Background: an optimization exercise with open tools, aiming at small area, a short achievable clock period and few clock cycles. Do not read the settings as production practice. Only simulation tests tie the RTL to the original design; equivalence was not proved. Power is estimated from default activity; no workload was simulated.

==> inputs of 11-24 <==
==> flow/design.v <==
module processing_element (clock, r, s1, s2, s1s2_mux, new_dist, accumulate, ovf, r_pipe);
  input clock;
  input [7:0] r;          
  input [7:0] s1, s2;     
  input s1s2_mux;         
  input new_dist;         
  output reg [7:0] accumulate;
  output reg ovf;
  output reg [7:0] r_pipe;
  reg [7:0] x;
  reg b;
  wire [8:0] d = {1'b0, r_pipe} - {1'b0, s1s2_mux ? s1 : s2};
  always @(posedge clock) begin
    r_pipe <= r;
    x <= d[7:0] ^ {8{d[8]}};
    b <= d[8];
  end
  wire [7:0] a = new_dist ? 8'd0 : accumulate;
  wire [8:0] sum = {1'b0, a} + {1'b0, x} + {8'd0, b};
  always @(posedge clock) begin
    accumulate <= sum[7:0];
    ovf <= (ovf & ~new_dist) | sum[8];
  end
endmodule
module controller (clock, reset, start, n, address_s1, address_s2, done, idle);
  input clock, reset, start;
  output reg [12:0] n;
  output reg [9:0] address_s1, address_s2;
  output reg done;       
  output reg idle;              
  function [9:0] rowstart(input [3:0] k);
    case (k)
      4'd0: rowstart = 10'd31;
      4'd1: rowstart = 10'd62;
      4'd2: rowstart = 10'd93;
      4'd3: rowstart = 10'd124;
      4'd4: rowstart = 10'd155;
      4'd5: rowstart = 10'd186;
      4'd6: rowstart = 10'd217;
      4'd7: rowstart = 10'd248;
      4'd8: rowstart = 10'd279;
      4'd9: rowstart = 10'd310;
      4'd10: rowstart = 10'd341;
      4'd11: rowstart = 10'd372;
      4'd12: rowstart = 10'd403;
      4'd13: rowstart = 10'd434;
      4'd14: rowstart = 10'd465;
      4'd15: rowstart = 10'd496;
    endcase
  endfunction
  function [9:0] rowstart2(input [3:0] k);
    case (k)
      4'd0: rowstart2 = 10'd16;
      4'd1: rowstart2 = 10'd47;
      4'd2: rowstart2 = 10'd78;
      4'd3: rowstart2 = 10'd109;
      4'd4: rowstart2 = 10'd140;
      4'd5: rowstart2 = 10'd171;
      4'd6: rowstart2 = 10'd202;
      4'd7: rowstart2 = 10'd233;
      4'd8: rowstart2 = 10'd264;
      4'd9: rowstart2 = 10'd295;
      4'd10: rowstart2 = 10'd326;
      4'd11: rowstart2 = 10'd357;
      4'd12: rowstart2 = 10'd388;
      4'd13: rowstart2 = 10'd419;
      4'd14: rowstart2 = 10'd450;
      4'd15: rowstart2 = 10'd481;
    endcase
  endfunction
  wire last = n[12] & n[4] & n[1];     
  wire c15 = &n[3:0];
  wire w1 = c15 & (&n[7:4]);           
  wire w2 = c15 & (n[7:4] == 4'd0);    
  wire [9:0] step1 = {address_s1[9:4] + (c15 | (&address_s1[3:0])),
                      (c15 ? address_s1[3:0] : address_s1[3:0] + 4'd1)};
  wire [9:0] step2 = {address_s2[9:4] + (c15 | (&address_s2[3:0])),
                      (c15 ? address_s2[3:0] : address_s2[3:0] + 4'd1)};
  always @(posedge clock) begin
    if (reset) begin
      done <= 1'b1;
      idle <= 1'b1;
    end else begin
      done <= idle ? start : last;
      idle <= done ? start : last;
    end
    if (idle) begin
      n <= 13'd0;
      address_s1 <= 10'd0;
    end else begin
      n <= n + 1'b1;
      address_s1 <= w1 ? rowstart(n[11:8]) : step1;
    end
    address_s2 <= w2 ? rowstart2(n[11:8]) : step2;
  end
endmodule
module comparator (clock, done, start, n, pick, pe_out, pe_ovf, best_dist, motion_x, motion_y);
  input clock, done, start;
  input [12:0] n;
  input [15:0] pick;         
  input [127:0] pe_out;
  input [15:0] pe_ovf;
  output reg [7:0] best_dist;
  output reg [3:0] motion_x, motion_y;
  reg [7:0] cv;
  reg cval;
  reg [7:0] v;
  reg o;
  integer k;
  always @(*) begin
    v = 8'd0;
    o = 1'b0;
    for (k = 0; k < 16; k = k + 1) begin
      v = v | (pe_out[k*8 +: 8] & {8{pick[k]}});
      o = o | (pe_ovf[k] & pick[k]);
    end
  end
  wire ready = (|pick) & (n[12:8] != 5'd0);
  always @(posedge clock) begin
    cv <= v;
    cval <= ready & ~o;
    if (done) begin
      if (!start) best_dist <= 8'hFF;
    end else if (cval && (cv < best_dist)) begin
      best_dist <= cv;
      motion_x <= n[3:0] + 4'd5;     
      motion_y <= n[11:8] + 4'd7;    
    end
  end
endmodule
module top_module (clock, reset, start, r, s1, s2, address_r, address_s1, address_s2,
   best_dist, motion_x, motion_y, done);
input clock, reset, start;
input [7:0] r;
input [7:0] s1, s2;
output [7:0] best_dist, address_r;
output [3:0] motion_x, motion_y;
output [9:0] address_s1, address_s2;
output done;
wire [12:0] n;
wire idle;
wire [127:0] pe_out;
wire [15:0] pe_ovf;
wire [135:0] rp;
reg [7:0] s1q, s2q;
reg [15:0] therm;      
reg [15:0] pick;       
always @(posedge clock) begin
  s1q <= s1;
  s2q <= s2;
  pick <= {pick[14:0], (n[7:0] == 8'd1)};
  if (idle) therm <= 16'hFFFF;
  else if (therm[15]) therm <= 16'h0001;
  else therm <= {therm[14:0], 1'b1};
end
assign address_r = n[7:0];
assign rp[7:0] = r;
controller ctl (.clock(clock), .reset(reset), .start(start), .n(n),
  .address_s1(address_s1), .address_s2(address_s2), .done(done), .idle(idle));
comparator cmp (.clock(clock), .done(idle), .start(start), .n(n), .pick(pick),
  .pe_out(pe_out), .pe_ovf(pe_ovf), .best_dist(best_dist), .motion_x(motion_x),
  .motion_y(motion_y));
genvar g;
generate
  for (g = 0; g < 16; g = g + 1) begin : pe
    processing_element u (.clock(clock), .r(rp[g*8 +: 8]), .s1(s1q), .s2(s2q),
      .s1s2_mux(therm[g]), .new_dist(pick[g]),
      .accumulate(pe_out[g*8 +: 8]), .ovf(pe_ovf[g]), .r_pipe(rp[g*8+8 +: 8]));
  end
endgenerate
endmodule
==> flow/run.sh <==
#!/bin/bash
# synth_recipe.tcl (not shown) runs the flow's synth.tcl, then flattens the netlist and writes it again
# the make line also repeats each setting of config.mk as NAME=value (left out here)
make -C /OpenROAD-flow-scripts/flow DESIGN_CONFIG=/design/flow/config.mk WORK_HOME=/design/flow/orfs CLKGATE_MAP_FILE= SYNTH_SCRIPT=/design/flow/synth_recipe.tcl finish
==> flow/config.mk <==
export PLATFORM = sky130hd
export DESIGN_NAME = top_module
export DESIGN_NICKNAME = top_module
export VERILOG_FILES = /design/flow/design.v
export SDC_FILE = /design/flow/constraint.sdc
export NUM_CORES = 4
export LEC_CHECK = 0
export CAP_MARGIN = 20
export CORE_MARGIN = 2
export CORE_UTILIZATION = 55
export PLACE_DENSITY = 0.7
export SETUP_SLACK_MARGIN = 4.6
export SLEW_MARGIN = 20
==> flow/constraint.sdc <==
create_clock -name core_clock -period 7.0 [get_ports {clock}]
set_input_delay 1.4000 -clock core_clock [delete_from_list [all_inputs] [get_ports {clock}]]
set_output_delay 1.4000 -clock core_clock [all_outputs]
set_load 0.01 [all_outputs]
==> inputs of 02-12, as changes to 11-24 <==
==> flow/design.v, changed modules only <==
module processing_element (clock, r, s1, s2, s1s2_mux, new_dist, lo, hi, c, ovf, r_pipe);
  input clock;
  input [7:0] r;          
  input [7:0] s1, s2;     
  input s1s2_mux;         
  input new_dist;         
  output reg [3:0] lo, hi;
  output reg c, ovf;
  output reg [7:0] r_pipe;
  reg [7:0] dq;
  reg b;
  wire [8:0] d = {1'b0, r_pipe} - {1'b0, s1s2_mux ? s1 : s2};
  always @(posedge clock) begin
    r_pipe <= r;
    dq <= d[7:0];
    b <= d[8];
  end
  wire [7:0] x = dq ^ {8{b}};
  wire [3:0] al = lo & {4{~new_dist}};
  wire [3:0] ah = hi & {4{~new_dist}};
  wire [4:0] cl, ch;
  wire [3:0] sl, sh;
  assign cl[0] = b;
  assign ch[0] = c & ~new_dist;
  genvar k;
  generate
    for (k = 0; k < 4; k = k + 1) begin : fa
      assign sl[k] = al[k] ^ x[k] ^ cl[k];
      assign cl[k+1] = (al[k] & x[k]) | (al[k] & cl[k]) | (x[k] & cl[k]);
      assign sh[k] = ah[k] ^ x[k+4] ^ ch[k];
      assign ch[k+1] = (ah[k] & x[k+4]) | (ah[k] & ch[k]) | (x[k+4] & ch[k]);
    end
  endgenerate
  always @(posedge clock) begin
    lo <= sl;
    hi <= sh;
    c <= cl[4];
    ovf <= (ovf & ~new_dist) | ch[4];
  end
endmodule
module controller (clock, reset, start, n, address_s1, address_s2, done, idle);
  input clock, reset, start;
  output reg [12:0] n;
  output reg [9:0] address_s1, address_s2;
  output reg done;       
  output reg idle;              
  function [9:0] rowstart(input [3:0] k);
    case (k)
      4'd0: rowstart = 10'd31;
      4'd1: rowstart = 10'd62;
      4'd2: rowstart = 10'd93;
      4'd3: rowstart = 10'd124;
      4'd4: rowstart = 10'd155;
      4'd5: rowstart = 10'd186;
      4'd6: rowstart = 10'd217;
      4'd7: rowstart = 10'd248;
      4'd8: rowstart = 10'd279;
      4'd9: rowstart = 10'd310;
      4'd10: rowstart = 10'd341;
      4'd11: rowstart = 10'd372;
      4'd12: rowstart = 10'd403;
      4'd13: rowstart = 10'd434;
      4'd14: rowstart = 10'd465;
      4'd15: rowstart = 10'd496;
    endcase
  endfunction
  function [9:0] rowstart2(input [3:0] k);
    case (k)
      4'd0: rowstart2 = 10'd16;
      4'd1: rowstart2 = 10'd47;
      4'd2: rowstart2 = 10'd78;
      4'd3: rowstart2 = 10'd109;
      4'd4: rowstart2 = 10'd140;
      4'd5: rowstart2 = 10'd171;
      4'd6: rowstart2 = 10'd202;
      4'd7: rowstart2 = 10'd233;
      4'd8: rowstart2 = 10'd264;
      4'd9: rowstart2 = 10'd295;
      4'd10: rowstart2 = 10'd326;
      4'd11: rowstart2 = 10'd357;
      4'd12: rowstart2 = 10'd388;
      4'd13: rowstart2 = 10'd419;
      4'd14: rowstart2 = 10'd450;
      4'd15: rowstart2 = 10'd481;
    endcase
  endfunction
  wire last = n[12] & n[4] & n[1];     
  wire c15 = &n[3:0];
  wire w1 = c15 & (&n[7:4]);           
  wire w2 = c15 & (n[7:4] == 4'd0);    
  wire [9:0] step1 = {address_s1[9:4] + (c15 | (&address_s1[3:0])),
                      address_s1[3:0] + {3'd0, ~c15}};
  wire [9:0] step2 = {address_s2[9:4] + (c15 | (&address_s2[3:0])),
                      address_s2[3:0] + {3'd0, ~c15}};
  always @(posedge clock) begin
    if (reset) begin
      done <= 1'b1;
      idle <= 1'b1;
    end else begin
      done <= idle ? start : last;
      idle <= done ? start : last;
    end
    if (idle) begin
      n <= 13'd0;
      address_s1 <= 10'd0;
    end else begin
      n <= n + 1'b1;
      address_s1 <= w1 ? rowstart(n[11:8]) : step1;
    end
    address_s2 <= w2 ? rowstart2(n[11:8]) : step2;
  end
endmodule
module comparator (clock, done, start, n, pick, pe_lo, pe_hi, pe_c, pe_ovf,
  best_dist, motion_x, motion_y);
  input clock, done, start;
  input [12:0] n;
  input [15:0] pick;         
  input [63:0] pe_lo, pe_hi;
  input [15:0] pe_c, pe_ovf;
  output reg [7:0] best_dist;
  output reg [3:0] motion_x, motion_y;
  reg [3:0] cl, ch;
  reg cc, co, cval;
  reg [3:0] vl, vh;
  reg vc, vo;
  integer k;
  always @(*) begin
    vl = 4'd0;
    vh = 4'd0;
    vc = 1'b0;
    vo = 1'b0;
    for (k = 0; k < 16; k = k + 1) begin
      vl = vl | (pe_lo[k*4 +: 4] & {4{pick[k]}});
      vh = vh | (pe_hi[k*4 +: 4] & {4{pick[k]}});
      vc = vc | (pe_c[k] & pick[k]);
      vo = vo | (pe_ovf[k] & pick[k]);
    end
  end
  wire ready = (|pick) & (n[12:8] != 5'd0);
  wire [4:0] h = {1'b0, ch} + {4'd0, cc};
  wire [7:0] sad = {h[3:0], cl};
  reg [7:0] bd;
  reg [3:0] mx, my;
  wire upd = ~done & cval & ~h[4] & (sad < bd);
  wire [3:0] mxn = n[3:0] + 4'd5;     
  wire [3:0] myn = n[11:8] + 4'd7;    
  always @(posedge clock) begin
    cl <= vl;
    ch <= vh;
    cc <= vc;
    cval <= ready & ~vo;
    best_dist <= done ? (start ? bd : 8'hFF) : (upd ? sad : bd);
    bd <= done ? (start ? best_dist : 8'hFF) : (upd ? sad : best_dist);
    motion_x <= upd ? mxn : mx;
    mx <= upd ? mxn : motion_x;
    motion_y <= upd ? myn : my;
    my <= upd ? myn : motion_y;
  end
endmodule
module top_module (clock, reset, start, r, s1, s2, address_r, address_s1, address_s2,
   best_dist, motion_x, motion_y, done);
input clock, reset, start;
input [7:0] r;
input [7:0] s1, s2;
output [7:0] best_dist, address_r;
output [3:0] motion_x, motion_y;
output [9:0] address_s1, address_s2;
output done;
wire [12:0] n;
wire idle;
wire [63:0] pe_lo, pe_hi;
wire [15:0] pe_c, pe_ovf;
wire [135:0] rp;
reg [7:0] s1q, s2q;
reg [15:0] therm;      
reg [15:0] pick;       
always @(posedge clock) begin
  s1q <= s1;
  s2q <= s2;
  pick <= {pick[14:0], (n[7:0] == 8'd1)};
  if (idle) therm <= 16'hFFFF;
  else if (therm[15]) therm <= 16'h0001;
  else therm <= {therm[14:0], 1'b1};
end
assign address_r = n[7:0];
assign rp[7:0] = r;
controller ctl (.clock(clock), .reset(reset), .start(start), .n(n),
  .address_s1(address_s1), .address_s2(address_s2), .done(done), .idle(idle));
comparator cmp (.clock(clock), .done(idle), .start(start), .n(n), .pick(pick),
  .pe_lo(pe_lo), .pe_hi(pe_hi), .pe_c(pe_c), .pe_ovf(pe_ovf), .best_dist(best_dist), .motion_x(motion_x),
  .motion_y(motion_y));
genvar g;
generate
  for (g = 0; g < 16; g = g + 1) begin : pe
    processing_element u (.clock(clock), .r(rp[g*8 +: 8]), .s1(s1q), .s2(s2q),
      .s1s2_mux(therm[g]), .new_dist(pick[g]),
      .lo(pe_lo[g*4 +: 4]), .hi(pe_hi[g*4 +: 4]), .c(pe_c[g]), .ovf(pe_ovf[g]), .r_pipe(rp[g*8+8 +: 8]));
  end
endgenerate
endmodule
CORE_UTILIZATION = 35   (was 55)
CTS_BUF_LIST = sky130_fd_sc_hd__clkbuf_16   (was not set)
CTS_CLUSTER_DIAMETER = 120   (was not set)
CTS_CLUSTER_SIZE = 30   (was not set)
PLACE_DENSITY = 0.55   (was 0.7)
SETUP_SLACK_MARGIN = 4.45   (was 4.6)
==> inputs of 05-05, as changes to 11-24 <==
==> flow/design.v, changed modules only <==
module processing_element (clock, r, s1, s2, s1s2_mux, new_dist, lo, hi, c, ovf, r_pipe);
  input clock;
  input [7:0] r;          
  input [7:0] s1, s2;     
  input s1s2_mux;         
  input new_dist;         
  output reg [3:0] lo, hi;
  output reg c, ovf;
  output reg [7:0] r_pipe;
  reg [7:0] dq;
  reg b;
  wire [8:0] d = {1'b0, r_pipe} - {1'b0, s1s2_mux ? s1 : s2};
  always @(posedge clock) begin
    r_pipe <= r;
    dq <= d[7:0];
    b <= d[8];
  end
  wire [7:0] x = dq ^ {8{b}};
  wire [3:0] al = lo & {4{~new_dist}};
  wire [3:0] ah = hi & {4{~new_dist}};
  wire [4:0] cl, ch;
  wire [3:0] sl, sh;
  assign cl[0] = b;
  assign ch[0] = c & ~new_dist;
  genvar k;
  generate
    for (k = 0; k < 4; k = k + 1) begin : fa
      assign sl[k] = al[k] ^ x[k] ^ cl[k];
      assign cl[k+1] = (al[k] & x[k]) | (al[k] & cl[k]) | (x[k] & cl[k]);
      assign sh[k] = ah[k] ^ x[k+4] ^ ch[k];
      assign ch[k+1] = (ah[k] & x[k+4]) | (ah[k] & ch[k]) | (x[k+4] & ch[k]);
    end
  endgenerate
  always @(posedge clock) begin
    lo <= sl;
    hi <= sh;
    c <= cl[4];
    ovf <= (ovf & ~new_dist) | ch[4];
  end
endmodule
module controller (clock, reset, start, n, address_s1, address_s2, done, idle);
  input clock, reset, start;
  output reg [12:0] n;
  output reg [9:0] address_s1, address_s2;
  output reg done;       
  output reg idle;              
  function [9:0] rowstart(input [3:0] k);
    case (k)
      4'd0: rowstart = 10'd31;
      4'd1: rowstart = 10'd62;
      4'd2: rowstart = 10'd93;
      4'd3: rowstart = 10'd124;
      4'd4: rowstart = 10'd155;
      4'd5: rowstart = 10'd186;
      4'd6: rowstart = 10'd217;
      4'd7: rowstart = 10'd248;
      4'd8: rowstart = 10'd279;
      4'd9: rowstart = 10'd310;
      4'd10: rowstart = 10'd341;
      4'd11: rowstart = 10'd372;
      4'd12: rowstart = 10'd403;
      4'd13: rowstart = 10'd434;
      4'd14: rowstart = 10'd465;
      4'd15: rowstart = 10'd496;
    endcase
  endfunction
  function [9:0] rowstart2(input [3:0] k);
    case (k)
      4'd0: rowstart2 = 10'd16;
      4'd1: rowstart2 = 10'd47;
      4'd2: rowstart2 = 10'd78;
      4'd3: rowstart2 = 10'd109;
      4'd4: rowstart2 = 10'd140;
      4'd5: rowstart2 = 10'd171;
      4'd6: rowstart2 = 10'd202;
      4'd7: rowstart2 = 10'd233;
      4'd8: rowstart2 = 10'd264;
      4'd9: rowstart2 = 10'd295;
      4'd10: rowstart2 = 10'd326;
      4'd11: rowstart2 = 10'd357;
      4'd12: rowstart2 = 10'd388;
      4'd13: rowstart2 = 10'd419;
      4'd14: rowstart2 = 10'd450;
      4'd15: rowstart2 = 10'd481;
    endcase
  endfunction
  wire last = n[12] & n[4] & n[1];     
  wire c15 = &n[3:0];
  wire w1 = c15 & (&n[7:4]);           
  wire w2 = c15 & (n[7:4] == 4'd0);    
  wire [9:0] step1 = {address_s1[9:4] + (c15 | (&address_s1[3:0])),
                      address_s1[3:0] + {3'd0, ~c15}};
  wire [9:0] step2 = {address_s2[9:4] + (c15 | (&address_s2[3:0])),
                      address_s2[3:0] + {3'd0, ~c15}};
  always @(posedge clock) begin
    if (reset) begin
      done <= 1'b1;
      idle <= 1'b1;
    end else begin
      done <= idle ? start : last;
      idle <= done ? start : last;
    end
    if (idle) begin
      n <= 13'd0;
      address_s1 <= 10'd0;
    end else begin
      n <= n + 1'b1;
      address_s1 <= w1 ? rowstart(n[11:8]) : step1;
    end
    address_s2 <= w2 ? rowstart2(n[11:8]) : step2;
  end
endmodule
module comparator (clock, done, start, n, pick, pe_lo, pe_hi, pe_c, pe_ovf,
  best_dist, motion_x, motion_y);
  input clock, done, start;
  input [12:0] n;
  input [15:0] pick;         
  input [63:0] pe_lo, pe_hi;
  input [15:0] pe_c, pe_ovf;
  output reg [7:0] best_dist;
  output reg [3:0] motion_x, motion_y;
  reg [3:0] cl, ch;
  reg cc, co, cval;
  reg [3:0] vl, vh;
  reg vc, vo;
  integer k;
  always @(*) begin
    vl = 4'd0;
    vh = 4'd0;
    vc = 1'b0;
    vo = 1'b0;
    for (k = 0; k < 16; k = k + 1) begin
      vl = vl | (pe_lo[k*4 +: 4] & {4{pick[k]}});
      vh = vh | (pe_hi[k*4 +: 4] & {4{pick[k]}});
      vc = vc | (pe_c[k] & pick[k]);
      vo = vo | (pe_ovf[k] & pick[k]);
    end
  end
  wire ready = (|pick) & (n[12:8] != 5'd0);
  wire [4:0] h = {1'b0, ch} + {4'd0, cc};
  wire [7:0] sad = {h[3:0], cl};
  reg [7:0] bd;
  reg [3:0] mx, my;
  wire upd = ~done & cval & ~h[4] & (sad < bd);
  wire [3:0] mxn = n[3:0] + 4'd5;     
  wire [3:0] myn = n[11:8] + 4'd7;    
  always @(posedge clock) begin
    cl <= vl;
    ch <= vh;
    cc <= vc;
    cval <= ready & ~vo;
    best_dist <= done ? (start ? bd : 8'hFF) : (upd ? sad : bd);
    bd <= done ? (start ? best_dist : 8'hFF) : (upd ? sad : best_dist);
    motion_x <= upd ? mxn : mx;
    mx <= upd ? mxn : motion_x;
    motion_y <= upd ? myn : my;
    my <= upd ? myn : motion_y;
  end
endmodule
module top_module (clock, reset, start, r, s1, s2, address_r, address_s1, address_s2,
   best_dist, motion_x, motion_y, done);
input clock, reset, start;
input [7:0] r;
input [7:0] s1, s2;
output [7:0] best_dist, address_r;
output [3:0] motion_x, motion_y;
output [9:0] address_s1, address_s2;
output done;
wire [12:0] n;
wire idle;
wire [63:0] pe_lo, pe_hi;
wire [15:0] pe_c, pe_ovf;
wire [135:0] rp;
reg [7:0] s1q, s2q;
reg [15:0] therm;      
reg [15:0] pick;       
always @(posedge clock) begin
  s1q <= s1;
  s2q <= s2;
  pick <= {pick[14:0], (n[7:0] == 8'd1)};
  if (idle) therm <= 16'hFFFF;
  else if (therm[15]) therm <= 16'h0001;
  else therm <= {therm[14:0], 1'b1};
end
assign address_r = n[7:0];
assign rp[7:0] = r;
controller ctl (.clock(clock), .reset(reset), .start(start), .n(n),
  .address_s1(address_s1), .address_s2(address_s2), .done(done), .idle(idle));
comparator cmp (.clock(clock), .done(idle), .start(start), .n(n), .pick(pick),
  .pe_lo(pe_lo), .pe_hi(pe_hi), .pe_c(pe_c), .pe_ovf(pe_ovf), .best_dist(best_dist), .motion_x(motion_x),
  .motion_y(motion_y));
genvar g;
generate
  for (g = 0; g < 16; g = g + 1) begin : pe
    processing_element u (.clock(clock), .r(rp[g*8 +: 8]), .s1(s1q), .s2(s2q),
      .s1s2_mux(therm[g]), .new_dist(pick[g]),
      .lo(pe_lo[g*4 +: 4]), .hi(pe_hi[g*4 +: 4]), .c(pe_c[g]), .ovf(pe_ovf[g]), .r_pipe(rp[g*8+8 +: 8]));
  end
endgenerate
endmodule
ABC_AREA = 1   (was not set)
CORE_UTILIZATION = 35   (was 55)
CTS_BUF_LIST = sky130_fd_sc_hd__clkbuf_16   (was not set)
CTS_CLUSTER_DIAMETER = 100   (was not set)
CTS_CLUSTER_SIZE = 24   (was not set)
PLACE_DENSITY = 0.55   (was 0.7)
SETUP_SLACK_MARGIN = 4.55   (was 4.6)
==> summary of the runs <==
- 11-24 went through all stages and came out clean. 05-05 produced a clean layout. 02-12 completed without violations.
- Against 05-05, the sequential cell count of 11-24 is lower by 33.
- Worst hold slack is about the same in 05-05 and 11-24.
- The lowest maximum frequency belongs to 11-24, the highest to 05-05.
- Register-to-register slack: 11-24 < 02-12 < 05-05.
- Critical path depth: 11-24 is lower than 02-12 (8).
- Die area, highest first: 05-05, 02-12, 11-24.
- Of 11-24 and 05-05, 11-24 has the higher clock-buffer cell count (gap 44).
- The highest final cell count belongs to 05-05, the lowest to 02-12.
- Against 05-05, the global-route usage of 11-24 is higher by 12 points.
==> figures <==
| quantity | 05-05 | 11-24 | 02-12 |
|---|---|---|---|
| Global routing met2 resource utilization | 27.3% | 47.3% | 30.0% |
| Maximum fanout along the worst path | 4 | 2 | 13 |
| Clock network area share | 2.79% | 5.79% | 2.07% |
| Total area of multi-input combinational cells | 0.0127 mm2 | 0.0164 mm2 | 0.0129 mm2 |
| Outcome | timing/DRC/antenna clean | timing/DRC/antenna clean | timing/DRC/antenna clean |
| Static Leak | 13.6 nW | 14.8 nW | 12.7 nW |
| Via Count | 17.8k | 20.7k | 16.7k |
| Sequential share of power | 47.4% | 36.0% | 49.9% |
| TritonCTS buffer count | 29 | 55 | 22 |
| Antenna violations before repair | 1 | 0 | 2 |
| Clock net sink count | 568 | 535 | 568 |
| Die W | 275 um | 226 um | 274 um |
| Startpoint-to-endpoint class of the critical path | reg2out | reg2out | reg2reg |
| Commonest non-fill, non-tap cell in the layout | sky130_fd_sc_hd__nand2_1 | sky130_fd_sc_hd__dfxtp_1 | sky130_fd_sc_hd__dfxtp_1 |
| Global-route wire length before repair | 101 mm | 112 mm | 102 mm |
| Arrival time of data at the critical path endpoint | 1.09 ns | 1.18 ns | 2.98 ns |
| Met3 usage | 1.50% | 3.54% | 2.33% |
| Power dissipated in combinational cells | 3.40 mW | 5.51 mW | 3.33 mW |
| Tightest Pin Transition | 0.894 ns | 1.09 ns | 0.907 ns |
Testbench counts of 11-24, summed over its fixed seeds: cycles 131,712.
Testbench counts of 02-12, summed over its fixed seeds: cycles 131,712.
Testbench counts of 05-05, summed over its fixed seeds: cycles 131,712.

-- afterwards: timing with drivers on the ports --
Ports are ideal in the flow. The routed layouts listed here were re-timed in OpenROAD.
Step 1 (the two cells are an assumption about what drives the block):
set clk [get_ports {clock}]
set_driving_cell -lib_cell sky130_fd_sc_hd__clkbuf_16 $clk
set_driving_cell -lib_cell sky130_fd_sc_hd__buf_2 [delete_from_list [all_inputs] $clk]
Step 2 adds t to the input delays and takes it off the output delays; t is the mean of the earliest and latest rising clock arrival at the registers after step 1. Input paths then give back, and output paths get back, about the clock's delay inside the block.
a / b / c = no drivers / after step 1 / after step 2; a / b = the first two.
run	shift t [ns]	setup slack, ns	worst data-port slew with drivers (ns)
11-24	0.677	4.424 / 4.361 / 4.360	0.05
02-12	0.645	4.498 / 4.460 / 4.339	0.04
05-05	0.668	4.506 / 4.449 / 4.232	0.04
After both steps setup and hold are still met in every run listed. The setup slack of 05-05, which loses most, moves by -0.057 ns with the drivers and by -0.274 ns with both steps.
